Context: an optimization exercise on an open-source flow, tuned for small area and a short achievable clock period. The choices shown serve that exercise and are no tape-out recipe. Function was checked by simulation only, so behaviour that the tests miss may differ from the original. Power is estimated from default activity; no workload was simulated.

==> wip/tundra: inputs <==
Design rv32_core, start of the top module:
module rv32_core(
	input clk,
	input reset,
	output [31:2] imem_addr,
	input [31:0] imem_rdata,
	output [31:2] dmem_addr,
	output dmem_we,
	output io_we,
	output [3:0] dmem_be,
	output [31:0] dmem_wdata,
	input [31:0] dmem_rdata,
	input [31:0] io_rdata,
	output rf_we,
	output [4:0] rf_waddr,
	output [31:0] rf_wdata
	);
clock: 11.0 ns
lec_check: 0
cap_margin: 20
core_margin: 2
core_utilization: 40
setup_slack_margin: 5
slew_margin: 20
run.sh (not shown) runs the stock make flow with config.mk's settings and CLKGATE_MAP_FILE= SYNTH_SCRIPT=/design/flow/synth_recipe.tcl, a recipe that flattens the netlist after the stock synthesis.
==> inputs of wip/pepper, as changes to wip/tundra <==
--- a/flow/design.v
+++ b/flow/design.v
@@ -10,20 +10,19 @@
 	output [31:0] dmem_wdata,
 	input [31:0] dmem_rdata,
 	input [31:0] io_rdata,
 	output rf_we,
 	output [4:0] rf_waddr,
 	output [31:0] rf_wdata
 	);
 	reg [31:0] pc_tgt;
-	reg [31:0] pc_seq;
+	reg pc_rst;			 
 	reg j_jal;			 
 	reg j_br;			 
-	reg [2:0] j_f3;			 
 	reg d_kb;			 
 	reg [31:0] d_pc;		 
 	reg [31:0] d_opa;		 
 	reg [31:0] d_opb;		 
 	reg d_cin;			 
 	reg d_s_sum, d_s_lts, d_s_ltu, d_s_xor, d_s_or, d_s_and, d_s_sll, d_s_srl;
 	reg [31:0] d_rs2;		 
 	reg [4:0] d_wbreg;
@@ -121,28 +120,29 @@
 	end
 	wire [31:0] v1 = f1e ? alu : f1m ? e_alu : f1w ? wb_data : rf1;
 	wire [31:0] v2 = f2e ? alu : f2m ? e_alu : f2w ? wb_data : rf2;
 	wire b_eq = (d_opa == d_rs2);
 	wire b_ltu = (d_opa < d_rs2);
 	wire b_lt = ($signed(d_opa) < $signed(d_rs2));
 	reg b_cond;
 	always @(*) begin
-		case (j_f3)
+		case (d_f3)
 			3'b000: b_cond = b_eq;
 			3'b001: b_cond = ~b_eq;
 			3'b100: b_cond = b_lt;
 			3'b101: b_cond = ~b_lt;
 			3'b110: b_cond = b_ltu;
 			3'b111: b_cond = ~b_ltu;
 			default: b_cond = 1'b0;
 		endcase
 	end
 	wire jump = j_jal | (j_br & b_cond);	 
 	wire jdet = jump;
+	wire [31:0] pc_seq = (d_pc + 32'd4) & {32{~pc_rst}};
 	wire [31:0] pc = jump ? pc_tgt : pc_seq;
 	wire [31:0] imm_b = {{20{iw[31]}}, iw[7], iw[30:25], iw[11:8], 1'b0};
 	wire [31:0] imm_j = {{12{iw[31]}}, iw[19:12], iw[20], iw[30:21], 1'b0};
 	wire [31:0] tgt_b = d_pc + imm_b;
 	wire [31:0] tgt_j = d_pc + imm_j;
 	wire [31:0] tgt_jalr = e_alu + {20'h0, iw[31:20]};
 	wire [31:0] tgt = ({32{isB}} & tgt_b) | ({32{isJALR}} & tgt_jalr)
 		| ({32{~isB & ~isJALR}} & tgt_j);
@@ -221,17 +221,17 @@
 			d_st <= 1'b0;
 			d_isS <= 1'b0;
 			d_isLD <= 1'b0;
 			d_f3 <= 3'h0;
 		end
 		else if (halt) begin
 			ebrk <= 1'b1;
 			d_kb <= 1'b0;
-			d_pc <= 32'h0;
+			d_pc <= pc;	 
 			d_opa <= 32'h0;
 			d_opb <= 32'h0;
 			d_cin <= 1'b0;
 			{d_s_sum, d_s_lts, d_s_ltu, d_s_xor, d_s_or, d_s_and, d_s_sll, d_s_srl} <= 8'b10000000;
 			d_rs2 <= 32'h0;
 			d_wbreg <= 5'h0;
 			d_wben <= 1'b1;
 			d_isS <= 1'b0;
@@ -249,17 +249,17 @@
 			end
 			if (kill_nj | isB) begin
 				d_opa <= v1;
 				d_opb <= 32'h0;
 				d_cin <= 1'b0;
 				{d_s_sum, d_s_lts, d_s_ltu, d_s_xor, d_s_or, d_s_and, d_s_sll, d_s_srl} <= {kill_nj, 7'b0};
 				d_isS <= 1'b0;
 				d_isLD <= 1'b0;
-				d_f3 <= 3'h0;
+				d_f3 <= isB ? f3 : 3'h0;
 			end
 			else begin
 				d_opa <= n_apc ? pc : isLUI ? 32'h0 : n_sll ? v1_rev : v1;
 				d_opb <= n_sub ? ~n_b : n_b;
 				d_cin <= n_sub;
 				{d_s_sum, d_s_lts, d_s_ltu, d_s_xor, d_s_or, d_s_and, d_s_sll, d_s_srl} <=
 					{n_sum, n_lts, n_ltu, n_xor, n_or, n_and, n_sll, n_srl};
 				d_isS <= isS;
@@ -356,30 +356,24 @@
 				m_lo[p] <= {4{ld_src[p]}} & {ld_b[0], ld_h[0] | ld_b[1], ld_h[1] | ld_b[2], ld_w | ld_h[2] | ld_b[3]};
 				m_mid[p] <= {3{ld_src[p]}} & {ld_h[0], ld_h[1], ld_w | ld_h[2]};
 				m_hi[p] <= ld_src[p] & ld_w;
 				m_sxb[p] <= {4{ld_src[p] & ld_sgn}} & {ld_b[0], ld_b[1], ld_b[2], ld_b[3]};
 				m_sxh[p] <= {4{ld_src[p] & ld_sgn}} & {ld_h[0] | ld_b[0], ld_h[1] | ld_b[1], ld_h[2] | ld_b[2], ld_b[3]};
 			end
 		end
 	end
-	always @(posedge clk) begin
-		if (reset)
-			pc_seq <= 32'h0;
-		else
-			pc_seq <= pc + 32'd4;
-	end
+	always @(posedge clk)
+		pc_rst <= reset;
 	always @(posedge clk)
 		pc_tgt <= tgt;
 	always @(posedge clk) begin
 		if (reset) begin
 			j_jal <= 1'b0;
 			j_br <= 1'b0;
-			j_f3 <= 3'h0;
 		end
 		else begin
 			j_jal <= ~ebrk & (isJAL | isJALR);
 			j_br <= ~ebrk & isB;
-			j_f3 <= f3;
 		end
 	end
 	assign imem_addr = pc[31:2];
 endmodule
CORE_UTILIZATION = 45   (was 40)
CTS_CLUSTER_DIAMETER = 90   (was not set)
CTS_CLUSTER_SIZE = 20   (was not set)
==> key figures <==
Cells and area
  • Final Util: 0.524
  • Multi-input combinational area share: 0.389
  • Share of layout cells above drive strength 1: 0.158

Pwr
  • P_int: 0.00749 W

Worst setup path
  • R2r startpoint: d_rs2[20]

Routing
  • Routed WL per cell: 46.1 µm
  • Drt total wl: 394000 µm

GRT
  • Met3 Use GR: 0.196

Floorplanning
  • Rows: 142

Synth
  • Avg Cell Area, Syn: 10.9 µm²

Outcome
  • Status: no timing/DRC/antenna violations

Timing
  • Tcrit/Tclk final: 0.567
[end of results for wip/pepper]
==> key figures <==
Routing
  • Routed WL per cell: 41.8 µm

GRT
  • Met3 Use GR: 0.175

Timing
  • Tcrit/Tclk final: 0.576
  • Rel. slew slack: 0.166

Cells and area
  • Sequential share of cell area: 0.449
  • Final Util: 0.482

Floorplanning
  • I/O pins: 234
  • Rows: 152

Pwr
  • Reg power frac: 0.460
  • Clock group: 0.00528 W

Worst setup path
  • R2r startpoint: d_opb[3]

Outcome
  • Status: no timing/DRC/antenna violations
[end of results for wip/tundra]


==> inputs of run P <==
==> flow/design.v <==
module rv32_core(
	input clk,
	input reset,
	output [31:2] imem_addr,
	input [31:0] imem_rdata,
	output [31:2] dmem_addr,
	output dmem_we,
	output io_we,
	output [3:0] dmem_be,
	output [31:0] dmem_wdata,
	input [31:0] dmem_rdata,
	input [31:0] io_rdata,
	output rf_we,
	output [4:0] rf_waddr,
	output [31:0] rf_wdata
	);
	reg [31:0] pc;			 
	reg [31:0] d_pc;		 
	reg [31:0] d_opa;		 
	reg [31:0] d_opb;		 
	reg d_cin;			 
	reg d_s_sum, d_s_lts, d_s_ltu, d_s_xor, d_s_or, d_s_and, d_s_sll, d_s_srl;
	reg [31:0] d_rs2;		 
	reg [4:0] d_wbreg;
	reg d_wben;
	reg d_st;			 
	reg d_isS, d_isLD;
	reg [2:0] d_f3;
	reg ebrk;			 
	reg jdet;			 
	reg [31:0] e_alu;
	reg [31:0] e_rs2;
	reg [4:0] e_wbreg;
	reg e_wben;
	reg e_st;
	reg e_isS, e_isLD;
	reg [2:0] e_f3;
	reg [31:0] m_aluv;		 
	reg [4:0] m_wbreg;
	reg m_wben;
	reg [3:0] m_lo [0:1];
	reg [2:0] m_mid [0:1];
	reg m_hi [0:1];
	reg [3:0] m_sxb [0:1];
	reg [3:0] m_sxh [0:1];
	wire [63:0] ldx = {io_rdata, dmem_rdata};
	reg [31:0] wb_data;
	integer j, q;
	always @(*) begin
		wb_data = m_aluv;
		for (q = 0; q < 2; q = q + 1) begin
			for (j = 0; j < 8; j = j + 1)
				wb_data[j] = wb_data[j]
					| (m_lo[q][0] & ldx[q*32 + j]) | (m_lo[q][1] & ldx[q*32 + j + 8])
					| (m_lo[q][2] & ldx[q*32 + j + 16]) | (m_lo[q][3] & ldx[q*32 + j + 24]);
			for (j = 8; j < 16; j = j + 1)
				wb_data[j] = wb_data[j]
					| (m_mid[q][0] & ldx[q*32 + j]) | (m_mid[q][1] & ldx[q*32 + j + 8])
					| (m_mid[q][2] & ldx[q*32 + j + 16])
					| (m_sxb[q][3] & ldx[q*32 + 31]) | (m_sxb[q][2] & ldx[q*32 + 23])
					| (m_sxb[q][1] & ldx[q*32 + 15]) | (m_sxb[q][0] & ldx[q*32 + 7]);
			for (j = 16; j < 32; j = j + 1)
				wb_data[j] = wb_data[j]
					| (m_hi[q] & ldx[q*32 + j])
					| (m_sxh[q][3] & ldx[q*32 + 31]) | (m_sxh[q][2] & ldx[q*32 + 23])
					| (m_sxh[q][1] & ldx[q*32 + 15]) | (m_sxh[q][0] & ldx[q*32 + 7]);
		end
	end
	assign rf_we = m_wben;
	assign rf_waddr = m_wbreg;
	assign rf_wdata = wb_data;
	wire m_fok = m_wben & (m_wbreg != 5'd0);
	wire [31:0] rf_d = wb_data & {32{~reset}};
	reg [31:0] rf [1:31];
	genvar gi;
	generate
		for (gi = 1; gi < 32; gi = gi + 1) begin : g_rf
			always @(posedge clk)
				if (reset | (m_fok & (m_wbreg == gi)))
					rf[gi] <= rf_d;
		end
	endgenerate
	wire [31:0] iw = imem_rdata;
	wire [6:0] op = iw[6:0];
	wire [2:0] f3 = iw[14:12];
	wire [4:0] rd = iw[11:7];
	wire [4:0] r1 = iw[19:15];
	wire [4:0] r2 = iw[24:20];
	wire isR     = (op == 7'b0110011);
	wire isB     = (op == 7'b1100011);
	wire isS     = (op == 7'b0100011);
	wire isLD    = (op == 7'b0000011);
	wire isOPI   = (op == 7'b0010011);
	wire isJAL   = (op == 7'b1101111);
	wire isJALR  = (op == 7'b1100111);
	wire isLUI   = (op == 7'b0110111);
	wire isAUIPC = (op == 7'b0010111);
	wire isEBRK  = (iw == 32'h00100073);
	wire [31:0] alu;
	wire d_fok = d_wben & (d_wbreg != 5'd0);
	wire e_fok = e_wben & (e_wbreg != 5'd0);
	wire f1e = d_fok & (r1 == d_wbreg);
	wire f1m = e_fok & (r1 == e_wbreg);
	wire f1w = m_fok & (r1 == m_wbreg);
	wire f2e = d_fok & (r2 == d_wbreg);
	wire f2m = e_fok & (r2 == e_wbreg);
	wire f2w = m_fok & (r2 == m_wbreg);
	reg [31:0] rf1, rf2;
	integer k;
	always @(*) begin
		rf1 = 32'h0;
		rf2 = 32'h0;
		for (k = 1; k < 32; k = k + 1) begin
			rf1 = rf1 | (rf[k] & {32{r1 == k}});
			rf2 = rf2 | (rf[k] & {32{r2 == k}});
		end
	end
	wire [31:0] v1 = f1e ? alu : f1m ? e_alu : f1w ? wb_data : rf1;
	wire [31:0] v2 = f2e ? alu : f2m ? e_alu : f2w ? wb_data : rf2;
	wire b_eq = (v1 == v2);
	wire b_ltu = (v1 < v2);
	wire b_lt = ($signed(v1) < $signed(v2));
	reg b_cond;
	always @(*) begin
		case (f3)
			3'b000: b_cond = b_eq;
			3'b001: b_cond = ~b_eq;
			3'b100: b_cond = b_lt;
			3'b101: b_cond = ~b_lt;
			3'b110: b_cond = b_ltu;
			3'b111: b_cond = ~b_ltu;
			default: b_cond = 1'b0;
		endcase
	end
	wire jump = ~ebrk & (isJAL | isJALR | (isB & b_cond));
	wire [31:0] imm_b = {{20{iw[31]}}, iw[7], iw[30:25], iw[11:8], 1'b0};
	wire [31:0] imm_j = {{12{iw[31]}}, iw[19:12], iw[20], iw[30:21], 1'b0};
	wire [31:0] tgt_pc = d_pc + (isB ? imm_b : imm_j);
	wire [31:0] tgt_jalr = e_alu + {20'h0, iw[31:20]};
	wire [31:0] tgt = isJALR ? tgt_jalr : tgt_pc;
	wire [31:0] imm_i = {{20{iw[31]}}, iw[31:20]};
	wire [31:0] imm_s = {{20{iw[31]}}, iw[31:25], iw[11:7]};
	wire [31:0] imm_u = {iw[31:12], 12'h0};
	reg n_sum, n_lts, n_ltu, n_xor, n_or, n_and, n_sll, n_srl, n_sub;
	reg [31:0] n_b;
	always @(*) begin
		n_sum = 1'b0; n_lts = 1'b0; n_ltu = 1'b0; n_xor = 1'b0;
		n_or = 1'b0; n_and = 1'b0; n_sll = 1'b0; n_srl = 1'b0; n_sub = 1'b0;
		n_b = imm_i;
		if (isR) begin
			n_b = v2;
			case (f3)
				3'b000: begin n_sum = 1'b1; n_sub = (iw[31:25] != 7'b0); end
				3'b001: n_sll = 1'b1;
				3'b010: begin n_lts = 1'b1; n_sub = 1'b1; end
				3'b100: n_xor = 1'b1;
				3'b101: n_srl = 1'b1;
				3'b110: n_or = 1'b1;
				3'b111: n_and = 1'b1;
				default: ;
			endcase
		end
		else if (isOPI) begin
			case (f3)
				3'b000: n_sum = 1'b1;
				3'b001: n_sll = 1'b1;
				3'b010: begin n_lts = 1'b1; n_sub = 1'b1; end
				3'b011: begin n_ltu = 1'b1; n_sub = 1'b1; end
				3'b100: n_xor = 1'b1;
				3'b101: n_srl = 1'b1;
				3'b110: n_or = 1'b1;
				3'b111: n_and = 1'b1;
			endcase
		end
		else if (isLD) begin
			n_sum = (f3 != 3'b011) && (f3 != 3'b110) && (f3 != 3'b111);
		end
		else if (isS) begin
			n_b = imm_s;
			n_sum = (f3 == 3'b000) || (f3 == 3'b001) || (f3 == 3'b010);
		end
		else if (isLUI | isAUIPC) begin
			n_b = imm_u;
			n_sum = 1'b1;
		end
		else if (isJAL | isJALR) begin
			n_b = 32'd4;
			n_sum = 1'b1;
		end
	end
	wire n_apc = isAUIPC | isJAL | isJALR;
	reg [31:0] v1_rev;
	integer t;
	always @(*)
		for (t = 0; t < 32; t = t + 1)
			v1_rev[t] = v1[31 - t];
	wire halt = ebrk | isEBRK;
	wire kill = jdet & ~jump;
	wire kill_nj = jdet & ~(isB | isJAL | isJALR);
	wire wb_upd = isR | isJALR | isLD | isOPI | isLUI | isAUIPC | isJAL | isS | isB;
	wire wb_rd = isR | isJALR | isLD | isOPI | isLUI | isAUIPC | isJAL;
	always @(posedge clk) begin
		if (reset) begin
			ebrk <= 1'b0;
			jdet <= 1'b0;
			d_pc <= 32'h0;
			d_opa <= 32'h0;
			d_opb <= 32'h0;
			d_cin <= 1'b0;
			{d_s_sum, d_s_lts, d_s_ltu, d_s_xor, d_s_or, d_s_and, d_s_sll, d_s_srl} <= 8'b10000000;
			d_rs2 <= 32'h0;
			d_wbreg <= 5'h0;
			d_wben <= 1'b0;
			d_st <= 1'b0;
			d_isS <= 1'b0;
			d_isLD <= 1'b0;
			d_f3 <= 3'h0;
		end
		else if (halt) begin
			ebrk <= 1'b1;
			d_pc <= 32'h0;
			d_opa <= 32'h0;
			d_opb <= 32'h0;
			d_cin <= 1'b0;
			{d_s_sum, d_s_lts, d_s_ltu, d_s_xor, d_s_or, d_s_and, d_s_sll, d_s_srl} <= 8'b10000000;
			d_rs2 <= 32'h0;
			d_wbreg <= 5'h0;
			d_wben <= 1'b1;
			d_isS <= 1'b0;
			d_isLD <= 1'b0;
			d_f3 <= 3'h0;
		end
		else begin
			jdet <= jump;
			d_pc <= pc;
			d_rs2 <= v2;
			d_st <= isS;
			if (wb_upd) begin
				d_wbreg <= wb_rd ? rd : 5'h0;
				d_wben <= ~isB;
			end
			if (kill_nj | isB) begin
				d_opa <= v1;
				d_opb <= 32'h0;
				d_cin <= 1'b0;
				{d_s_sum, d_s_lts, d_s_ltu, d_s_xor, d_s_or, d_s_and, d_s_sll, d_s_srl} <= {kill, 7'b0};
				d_isS <= 1'b0;
				d_isLD <= 1'b0;
				d_f3 <= 3'h0;
			end
			else begin
				d_opa <= n_apc ? pc : isLUI ? 32'h0 : n_sll ? v1_rev : v1;
				d_opb <= n_sub ? ~n_b : n_b;
				d_cin <= n_sub;
				{d_s_sum, d_s_lts, d_s_ltu, d_s_xor, d_s_or, d_s_and, d_s_sll, d_s_srl} <=
					{n_sum, n_lts, n_ltu, n_xor, n_or, n_and, n_sll, n_srl};
				d_isS <= isS;
				d_isLD <= isLD;
				d_f3 <= f3;
			end
		end
	end
	wire [32:0] sum = {1'b0, d_opa} + {1'b0, d_opb} + {32'h0, d_cin};
	wire lts = (d_opa[31] == d_opb[31]) ? d_opa[31] : sum[31];
	wire ltu = ~sum[32];
	wire [31:0] shr = d_opa >> d_opb[4:0];
	reg [31:0] shl;
	integer u;
	always @(*)
		for (u = 0; u < 32; u = u + 1)
			shl[u] = shr[31 - u];
	assign alu = ({32{d_s_sum}} & sum[31:0])
		| {31'h0, d_s_lts & lts}
		| {31'h0, d_s_ltu & ltu}
		| ({32{d_s_xor}} & (d_opa ^ d_opb))
		| ({32{d_s_or}} & (d_opa | d_opb))
		| ({32{d_s_and}} & (d_opa & d_opb))
		| ({32{d_s_sll}} & shl)
		| ({32{d_s_srl}} & shr);
	always @(posedge clk) begin
		if (reset) begin
			e_alu <= 32'h0;
			e_rs2 <= 32'h0;
			e_wbreg <= 5'h0;
			e_wben <= 1'b0;
			e_st <= 1'b0;
			e_isS <= 1'b0;
			e_isLD <= 1'b0;
			e_f3 <= 3'h0;
		end
		else begin
			e_alu <= alu;
			e_rs2 <= d_rs2;
			e_wbreg <= d_wbreg;
			e_wben <= d_wben;
			e_st <= d_st;
			e_isS <= d_isS;
			e_isLD <= d_isLD;
			e_f3 <= d_f3;
		end
	end
	wire [1:0] e_w = e_f3[1:0];
	wire [1:0] e_a = e_alu[1:0];
	wire st_w = (e_w == 2'b10);
	wire st_h = (e_w == 2'b01);
	wire st_b = (e_w == 2'b00);
	wire [3:0] be =
		{4{e_isS}} & (
		  ({4{st_w}} & 4'b1111)
		| ({4{st_h & (e_a == 2'b00)}} & 4'b0011)
		| ({4{st_h & (e_a == 2'b01)}} & 4'b0110)
		| ({4{st_h & (e_a == 2'b10)}} & 4'b1100)
		| ({4{st_b}} & (4'b0001 << e_a)));
	wire [7:0] lane0 = e_rs2[7:0];
	wire [7:0] lane1 = (st_w | (st_h & (e_a == 2'b00))) ? e_rs2[15:8] : e_rs2[7:0];
	wire [7:0] lane2 = st_w ? e_rs2[23:16] : (st_h & (e_a == 2'b01)) ? e_rs2[15:8] : e_rs2[7:0];
	wire [7:0] lane3 = st_w ? e_rs2[31:24] : st_h ? e_rs2[15:8] : e_rs2[7:0];
	assign dmem_be = be;
	assign dmem_wdata = {lane3 & {8{be[3]}}, lane2 & {8{be[2]}}, lane1 & {8{be[1]}}, lane0 & {8{be[0]}}};
	assign dmem_addr = e_alu[31:2] & {30{e_st | e_isLD}};
	assign dmem_we = e_st & ~e_alu[31];
	assign io_we = e_st & e_alu[31];
	wire ld_w = e_isLD & (e_w == 2'b10);
	wire [2:0] ld_h = {3{e_isLD & (e_w == 2'b01)}} & {e_a == 2'b10, e_a == 2'b01, e_a == 2'b00};
	wire [3:0] ld_b = {4{e_isLD & (e_w == 2'b00)}} & {e_a == 2'b11, e_a == 2'b10, e_a == 2'b01, e_a == 2'b00};
	wire ld_sgn = ~e_f3[2];
	wire [1:0] ld_src = {e_alu[31], ~e_alu[31]};
	integer p;
	always @(posedge clk) begin
		if (reset) begin
			m_aluv <= 32'h0;
			m_wbreg <= 5'h0;
			m_wben <= 1'b0;
			for (p = 0; p < 2; p = p + 1) begin
				m_lo[p] <= 4'h0;
				m_mid[p] <= 3'h0;
				m_hi[p] <= 1'b0;
				m_sxb[p] <= 4'h0;
				m_sxh[p] <= 4'h0;
			end
		end
		else begin
			m_aluv <= e_isLD ? 32'h0 : e_alu;
			m_wbreg <= e_wbreg;
			m_wben <= e_wben;
			for (p = 0; p < 2; p = p + 1) begin
				m_lo[p] <= {4{ld_src[p]}} & {ld_b[0], ld_h[0] | ld_b[1], ld_h[1] | ld_b[2], ld_w | ld_h[2] | ld_b[3]};
				m_mid[p] <= {3{ld_src[p]}} & {ld_h[0], ld_h[1], ld_w | ld_h[2]};
				m_hi[p] <= ld_src[p] & ld_w;
				m_sxb[p] <= {4{ld_src[p] & ld_sgn}} & {ld_b[0], ld_b[1], ld_b[2], ld_b[3]};
				m_sxh[p] <= {4{ld_src[p] & ld_sgn}} & {ld_h[0] | ld_b[0], ld_h[1] | ld_b[1], ld_h[2] | ld_b[2], ld_b[3]};
			end
		end
	end
	always @(posedge clk) begin
		if (reset)
			pc <= 32'h0;
		else
			pc <= jump ? tgt : pc + 32'd4;
	end
	assign imem_addr = pc[31:2];
endmodule
==> flow/run.sh <==
#!/bin/bash
# synth_recipe.tcl (not shown) runs the flow's synth.tcl, then flattens the netlist and writes it again
# the make line also repeats each setting of config.mk as NAME=value (left out here)
make -C /OpenROAD-flow-scripts/flow DESIGN_CONFIG=/design/flow/config.mk WORK_HOME=/design/flow/orfs CLKGATE_MAP_FILE= SYNTH_SCRIPT=/design/flow/synth_recipe.tcl finish
==> flow/config.mk <==
export PLATFORM = sky130hd
export DESIGN_NAME = rv32_core
export DESIGN_NICKNAME = rv32_core
export VERILOG_FILES = /design/flow/design.v
export SDC_FILE = /design/flow/constraint.sdc
export NUM_CORES = 4
export LEC_CHECK = 0
export CAP_MARGIN = 20
export CORE_MARGIN = 2
export CORE_UTILIZATION = 40
export SETUP_SLACK_MARGIN = 5
export SLEW_MARGIN = 20
==> flow/constraint.sdc <==
create_clock -name core_clock -period 11.0 [get_ports {clk}]
set_input_delay 2.2000 -clock core_clock [delete_from_list [all_inputs] [get_ports {clk}]]
set_output_delay 2.2000 -clock core_clock [all_outputs]
set_load 0.01 [all_outputs]
==> run K: changes against run P <==
--- a/flow/design.v
+++ b/flow/design.v
@@ -14,7 +14,11 @@
 	output [4:0] rf_waddr,
 	output [31:0] rf_wdata
 	);
-	reg [31:0] pc;			 
+	reg [31:0] pc_tgt;
+	reg pc_rst;			 
+	reg j_jal;			 
+	reg j_br;			 
+	reg d_kb;			 
 	reg [31:0] d_pc;		 
 	reg [31:0] d_opa;		 
 	reg [31:0] d_opb;		 
@@ -27,7 +31,6 @@
 	reg d_isS, d_isLD;
 	reg [2:0] d_f3;
 	reg ebrk;			 
-	reg jdet;			 
 	reg [31:0] e_alu;
 	reg [31:0] e_rs2;
 	reg [4:0] e_wbreg;
@@ -117,12 +120,12 @@
 	end
 	wire [31:0] v1 = f1e ? alu : f1m ? e_alu : f1w ? wb_data : rf1;
 	wire [31:0] v2 = f2e ? alu : f2m ? e_alu : f2w ? wb_data : rf2;
-	wire b_eq = (v1 == v2);
-	wire b_ltu = (v1 < v2);
-	wire b_lt = ($signed(v1) < $signed(v2));
+	wire b_eq = (d_opa == d_rs2);
+	wire b_ltu = (d_opa < d_rs2);
+	wire b_lt = ($signed(d_opa) < $signed(d_rs2));
 	reg b_cond;
 	always @(*) begin
-		case (f3)
+		case (d_f3)
 			3'b000: b_cond = b_eq;
 			3'b001: b_cond = ~b_eq;
 			3'b100: b_cond = b_lt;
@@ -132,12 +135,17 @@
 			default: b_cond = 1'b0;
 		endcase
 	end
-	wire jump = ~ebrk & (isJAL | isJALR | (isB & b_cond));
+	wire jump = j_jal | (j_br & b_cond);	 
+	wire jdet = jump;
+	wire [31:0] pc_seq = (d_pc + 32'd4) & {32{~pc_rst}};
+	wire [31:0] pc = jump ? pc_tgt : pc_seq;
 	wire [31:0] imm_b = {{20{iw[31]}}, iw[7], iw[30:25], iw[11:8], 1'b0};
 	wire [31:0] imm_j = {{12{iw[31]}}, iw[19:12], iw[20], iw[30:21], 1'b0};
-	wire [31:0] tgt_pc = d_pc + (isB ? imm_b : imm_j);
+	wire [31:0] tgt_b = d_pc + imm_b;
+	wire [31:0] tgt_j = d_pc + imm_j;
 	wire [31:0] tgt_jalr = e_alu + {20'h0, iw[31:20]};
-	wire [31:0] tgt = isJALR ? tgt_jalr : tgt_pc;
+	wire [31:0] tgt = ({32{isB}} & tgt_b) | ({32{isJALR}} & tgt_jalr)
+		| ({32{~isB & ~isJALR}} & tgt_j);
 	wire [31:0] imm_i = {{20{iw[31]}}, iw[31:20]};
 	wire [31:0] imm_s = {{20{iw[31]}}, iw[31:25], iw[11:7]};
 	wire [31:0] imm_u = {iw[31:12], 12'h0};
@@ -195,14 +203,13 @@
 		for (t = 0; t < 32; t = t + 1)
 			v1_rev[t] = v1[31 - t];
 	wire halt = ebrk | isEBRK;
-	wire kill = jdet & ~jump;
 	wire kill_nj = jdet & ~(isB | isJAL | isJALR);
 	wire wb_upd = isR | isJALR | isLD | isOPI | isLUI | isAUIPC | isJAL | isS | isB;
 	wire wb_rd = isR | isJALR | isLD | isOPI | isLUI | isAUIPC | isJAL;
 	always @(posedge clk) begin
 		if (reset) begin
 			ebrk <= 1'b0;
-			jdet <= 1'b0;
+			d_kb <= 1'b0;
 			d_pc <= 32'h0;
 			d_opa <= 32'h0;
 			d_opb <= 32'h0;
@@ -218,7 +225,8 @@
 		end
 		else if (halt) begin
 			ebrk <= 1'b1;
-			d_pc <= 32'h0;
+			d_kb <= 1'b0;
+			d_pc <= pc;	 
 			d_opa <= 32'h0;
 			d_opb <= 32'h0;
 			d_cin <= 1'b0;
@@ -231,7 +239,7 @@
 			d_f3 <= 3'h0;
 		end
 		else begin
-			jdet <= jump;
+			d_kb <= isB & jdet;
 			d_pc <= pc;
 			d_rs2 <= v2;
 			d_st <= isS;
@@ -243,10 +251,10 @@
 				d_opa <= v1;
 				d_opb <= 32'h0;
 				d_cin <= 1'b0;
-				{d_s_sum, d_s_lts, d_s_ltu, d_s_xor, d_s_or, d_s_and, d_s_sll, d_s_srl} <= {kill, 7'b0};
+				{d_s_sum, d_s_lts, d_s_ltu, d_s_xor, d_s_or, d_s_and, d_s_sll, d_s_srl} <= {kill_nj, 7'b0};
 				d_isS <= 1'b0;
 				d_isLD <= 1'b0;
-				d_f3 <= 3'h0;
+				d_f3 <= isB ? f3 : 3'h0;
 			end
 			else begin
 				d_opa <= n_apc ? pc : isLUI ? 32'h0 : n_sll ? v1_rev : v1;
@@ -269,7 +277,8 @@
 	always @(*)
 		for (u = 0; u < 32; u = u + 1)
 			shl[u] = shr[31 - u];
-	assign alu = ({32{d_s_sum}} & sum[31:0])
+	wire s_sum = d_s_sum | (d_kb & ~jump);
+	assign alu = ({32{s_sum}} & sum[31:0])
 		| {31'h0, d_s_lts & lts}
 		| {31'h0, d_s_ltu & ltu}
 		| ({32{d_s_xor}} & (d_opa ^ d_opb))
@@ -352,11 +361,19 @@
 			end
 		end
 	end
+	always @(posedge clk)
+		pc_rst <= reset;
+	always @(posedge clk)
+		pc_tgt <= tgt;
 	always @(posedge clk) begin
-		if (reset)
-			pc <= 32'h0;
-		else
-			pc <= jump ? tgt : pc + 32'd4;
+		if (reset) begin
+			j_jal <= 1'b0;
+			j_br <= 1'b0;
+		end
+		else begin
+			j_jal <= ~ebrk & (isJAL | isJALR);
+			j_br <= ~ebrk & isB;
+		end
 	end
 	assign imem_addr = pc[31:2];
 endmodule
- CTS_CLUSTER_DIAMETER: default -> 90
- CTS_CLUSTER_SIZE: default -> 20
- PLACE_DENSITY: default -> 0.68
==> run B: changes against run P <==
--- a/flow/design.v
+++ b/flow/design.v
@@ -14,7 +14,12 @@
 	output [4:0] rf_waddr,
 	output [31:0] rf_wdata
 	);
-	reg [31:0] pc;			 
+	reg [31:0] pc_tgt;
+	reg [31:0] pc_seq;
+	reg j_jal;			 
+	reg j_br;			 
+	reg [2:0] j_f3;			 
+	reg d_kb;			 
 	reg [31:0] d_pc;		 
 	reg [31:0] d_opa;		 
 	reg [31:0] d_opb;		 
@@ -27,7 +32,6 @@
 	reg d_isS, d_isLD;
 	reg [2:0] d_f3;
 	reg ebrk;			 
-	reg jdet;			 
 	reg [31:0] e_alu;
 	reg [31:0] e_rs2;
 	reg [4:0] e_wbreg;
@@ -117,12 +121,12 @@
 	end
 	wire [31:0] v1 = f1e ? alu : f1m ? e_alu : f1w ? wb_data : rf1;
 	wire [31:0] v2 = f2e ? alu : f2m ? e_alu : f2w ? wb_data : rf2;
-	wire b_eq = (v1 == v2);
-	wire b_ltu = (v1 < v2);
-	wire b_lt = ($signed(v1) < $signed(v2));
+	wire b_eq = (d_opa == d_rs2);
+	wire b_ltu = (d_opa < d_rs2);
+	wire b_lt = ($signed(d_opa) < $signed(d_rs2));
 	reg b_cond;
 	always @(*) begin
-		case (f3)
+		case (j_f3)
 			3'b000: b_cond = b_eq;
 			3'b001: b_cond = ~b_eq;
 			3'b100: b_cond = b_lt;
@@ -132,12 +136,16 @@
 			default: b_cond = 1'b0;
 		endcase
 	end
-	wire jump = ~ebrk & (isJAL | isJALR | (isB & b_cond));
+	wire jump = j_jal | (j_br & b_cond);	 
+	wire jdet = jump;
+	wire [31:0] pc = jump ? pc_tgt : pc_seq;
 	wire [31:0] imm_b = {{20{iw[31]}}, iw[7], iw[30:25], iw[11:8], 1'b0};
 	wire [31:0] imm_j = {{12{iw[31]}}, iw[19:12], iw[20], iw[30:21], 1'b0};
-	wire [31:0] tgt_pc = d_pc + (isB ? imm_b : imm_j);
+	wire [31:0] tgt_b = d_pc + imm_b;
+	wire [31:0] tgt_j = d_pc + imm_j;
 	wire [31:0] tgt_jalr = e_alu + {20'h0, iw[31:20]};
-	wire [31:0] tgt = isJALR ? tgt_jalr : tgt_pc;
+	wire [31:0] tgt = ({32{isB}} & tgt_b) | ({32{isJALR}} & tgt_jalr)
+		| ({32{~isB & ~isJALR}} & tgt_j);
 	wire [31:0] imm_i = {{20{iw[31]}}, iw[31:20]};
 	wire [31:0] imm_s = {{20{iw[31]}}, iw[31:25], iw[11:7]};
 	wire [31:0] imm_u = {iw[31:12], 12'h0};
@@ -195,14 +203,13 @@
 		for (t = 0; t < 32; t = t + 1)
 			v1_rev[t] = v1[31 - t];
 	wire halt = ebrk | isEBRK;
-	wire kill = jdet & ~jump;
 	wire kill_nj = jdet & ~(isB | isJAL | isJALR);
 	wire wb_upd = isR | isJALR | isLD | isOPI | isLUI | isAUIPC | isJAL | isS | isB;
 	wire wb_rd = isR | isJALR | isLD | isOPI | isLUI | isAUIPC | isJAL;
 	always @(posedge clk) begin
 		if (reset) begin
 			ebrk <= 1'b0;
-			jdet <= 1'b0;
+			d_kb <= 1'b0;
 			d_pc <= 32'h0;
 			d_opa <= 32'h0;
 			d_opb <= 32'h0;
@@ -218,6 +225,7 @@
 		end
 		else if (halt) begin
 			ebrk <= 1'b1;
+			d_kb <= 1'b0;
 			d_pc <= 32'h0;
 			d_opa <= 32'h0;
 			d_opb <= 32'h0;
@@ -231,7 +239,7 @@
 			d_f3 <= 3'h0;
 		end
 		else begin
-			jdet <= jump;
+			d_kb <= isB & jdet;
 			d_pc <= pc;
 			d_rs2 <= v2;
 			d_st <= isS;
@@ -243,7 +251,7 @@
 				d_opa <= v1;
 				d_opb <= 32'h0;
 				d_cin <= 1'b0;
-				{d_s_sum, d_s_lts, d_s_ltu, d_s_xor, d_s_or, d_s_and, d_s_sll, d_s_srl} <= {kill, 7'b0};
+				{d_s_sum, d_s_lts, d_s_ltu, d_s_xor, d_s_or, d_s_and, d_s_sll, d_s_srl} <= {kill_nj, 7'b0};
 				d_isS <= 1'b0;
 				d_isLD <= 1'b0;
 				d_f3 <= 3'h0;
@@ -269,7 +277,8 @@
 	always @(*)
 		for (u = 0; u < 32; u = u + 1)
 			shl[u] = shr[31 - u];
-	assign alu = ({32{d_s_sum}} & sum[31:0])
+	wire s_sum = d_s_sum | (d_kb & ~jump);
+	assign alu = ({32{s_sum}} & sum[31:0])
 		| {31'h0, d_s_lts & lts}
 		| {31'h0, d_s_ltu & ltu}
 		| ({32{d_s_xor}} & (d_opa ^ d_opb))
@@ -354,9 +363,23 @@
 	end
 	always @(posedge clk) begin
 		if (reset)
-			pc <= 32'h0;
+			pc_seq <= 32'h0;
 		else
-			pc <= jump ? tgt : pc + 32'd4;
+			pc_seq <= pc + 32'd4;
+	end
+	always @(posedge clk)
+		pc_tgt <= tgt;
+	always @(posedge clk) begin
+		if (reset) begin
+			j_jal <= 1'b0;
+			j_br <= 1'b0;
+			j_f3 <= 3'h0;
+		end
+		else begin
+			j_jal <= ~ebrk & (isJAL | isJALR);
+			j_br <= ~ebrk & isB;
+			j_f3 <= f3;
+		end
 	end
 	assign imem_addr = pc[31:2];
 endmodule
- CTS_CLUSTER_DIAMETER: default -> 90
- CTS_CLUSTER_SIZE: default -> 20
==> reports/qor.txt <==
====================================================================
Status ................................................ complete, no violations
Routed met2 length ....................................    156000 µm
TritonCTS buffer count ................................           84
TAP cells .............................................         2310
Non-Filler Instances ..................................         8965
Comb pwr share ........................................        0.155
Ratio of cells with drive above 1 in the final layout .        0.151
Count of clock buffers in the final design ............           92
====================================================================
# the run above: run B

==> reports/qor.txt <==
================================================================================
Status ............................................................ complete, no violations
TAP cells .........................................................         2175
Comb pwr share ....................................................        0.150
Fraction of synthesized cell area taken by the top area cell type .        0.453
Routed met2 length ................................................    153000 µm
TritonCTS buffer count ............................................          145
# DRC .............................................................            0
Final weighted congestion of routability-driven global placement ..         1.07
Ratio of cells with drive above 1 in the final layout .............        0.222
Nets@finish .......................................................         6795
Count of clock buffers in the final design ........................          178
Non-Filler Instances ..............................................         8874
================================================================================
# the run above: run P

==> reports/qor.txt <==
=======================================================================
Count of clock buffers in the final design ...............           93
Non-Filler Instances .....................................         8676
Comb pwr share ...........................................        0.148
Chip Width ...............................................       415 µm
Status ................................................... complete, no violations
TAP cells ................................................         2204
Highest-count cells in the layout ignoring fill and taps . sky130_fd_sc_hd__edfxtp_1, sky130_fd_sc_hd__a22oi_1, sky130_fd_sc_hd__nand2_1
Routed met2 length .......................................    147000 µm
Seq Cell Count ...........................................         1322
Clock latency at the later pin of the worst-skew pair ....      0.79 ns
=======================================================================
# the run above: run K

-- static timing again, ports no longer ideal --
How much do the figures lean on ideal ports? The routed layouts below were timed once more, with nothing changed but the port constraints. Step 1 (the two cells are an assumption about what drives the block):
set clk [get_ports {clk}]
set_driving_cell -lib_cell sky130_fd_sc_hd__clkbuf_16 $clk
set_driving_cell -lib_cell sky130_fd_sc_hd__buf_2 [delete_from_list [all_inputs] $clk]
Step 2 moves the port delays by t, midway between the first and last clock arrival at a register: inputs arrive t later, outputs are due t later. That takes back most of the time a late clock gives input paths. a / b / c = ideal ports / drivers / drivers and shift; a / b = the first two.
run	shift t [ns]	slack for setup (ns)	hold WS [ns]	worst data-port slew with drivers (ns)	pins driven straight from the clock port
wip/tundra	0.896	4.669 / 4.725 / 3.829	0.409 / 0.409 / 0.409	0.12	1
wip/pepper	0.823	4.760 / 4.688 / 3.995	0.451 / 0.451 / 0.451	0.09	1
run P	0.895	4.242 / 4.169 / 3.274	0.444 / 0.444 / 0.444	0.27	1
run K	0.844	4.762 / 4.787 / 3.943	0.445 / 0.445 / 0.445	0.14	1
run B	0.851	4.831 / 4.818 / 4.035	0.443 / 0.443 / 0.443	0.12	1
After both steps every run listed still meets setup and hold. The setup slack of run P, which loses most, moves by -0.073 ns with the drivers and by -0.968 ns with both steps.
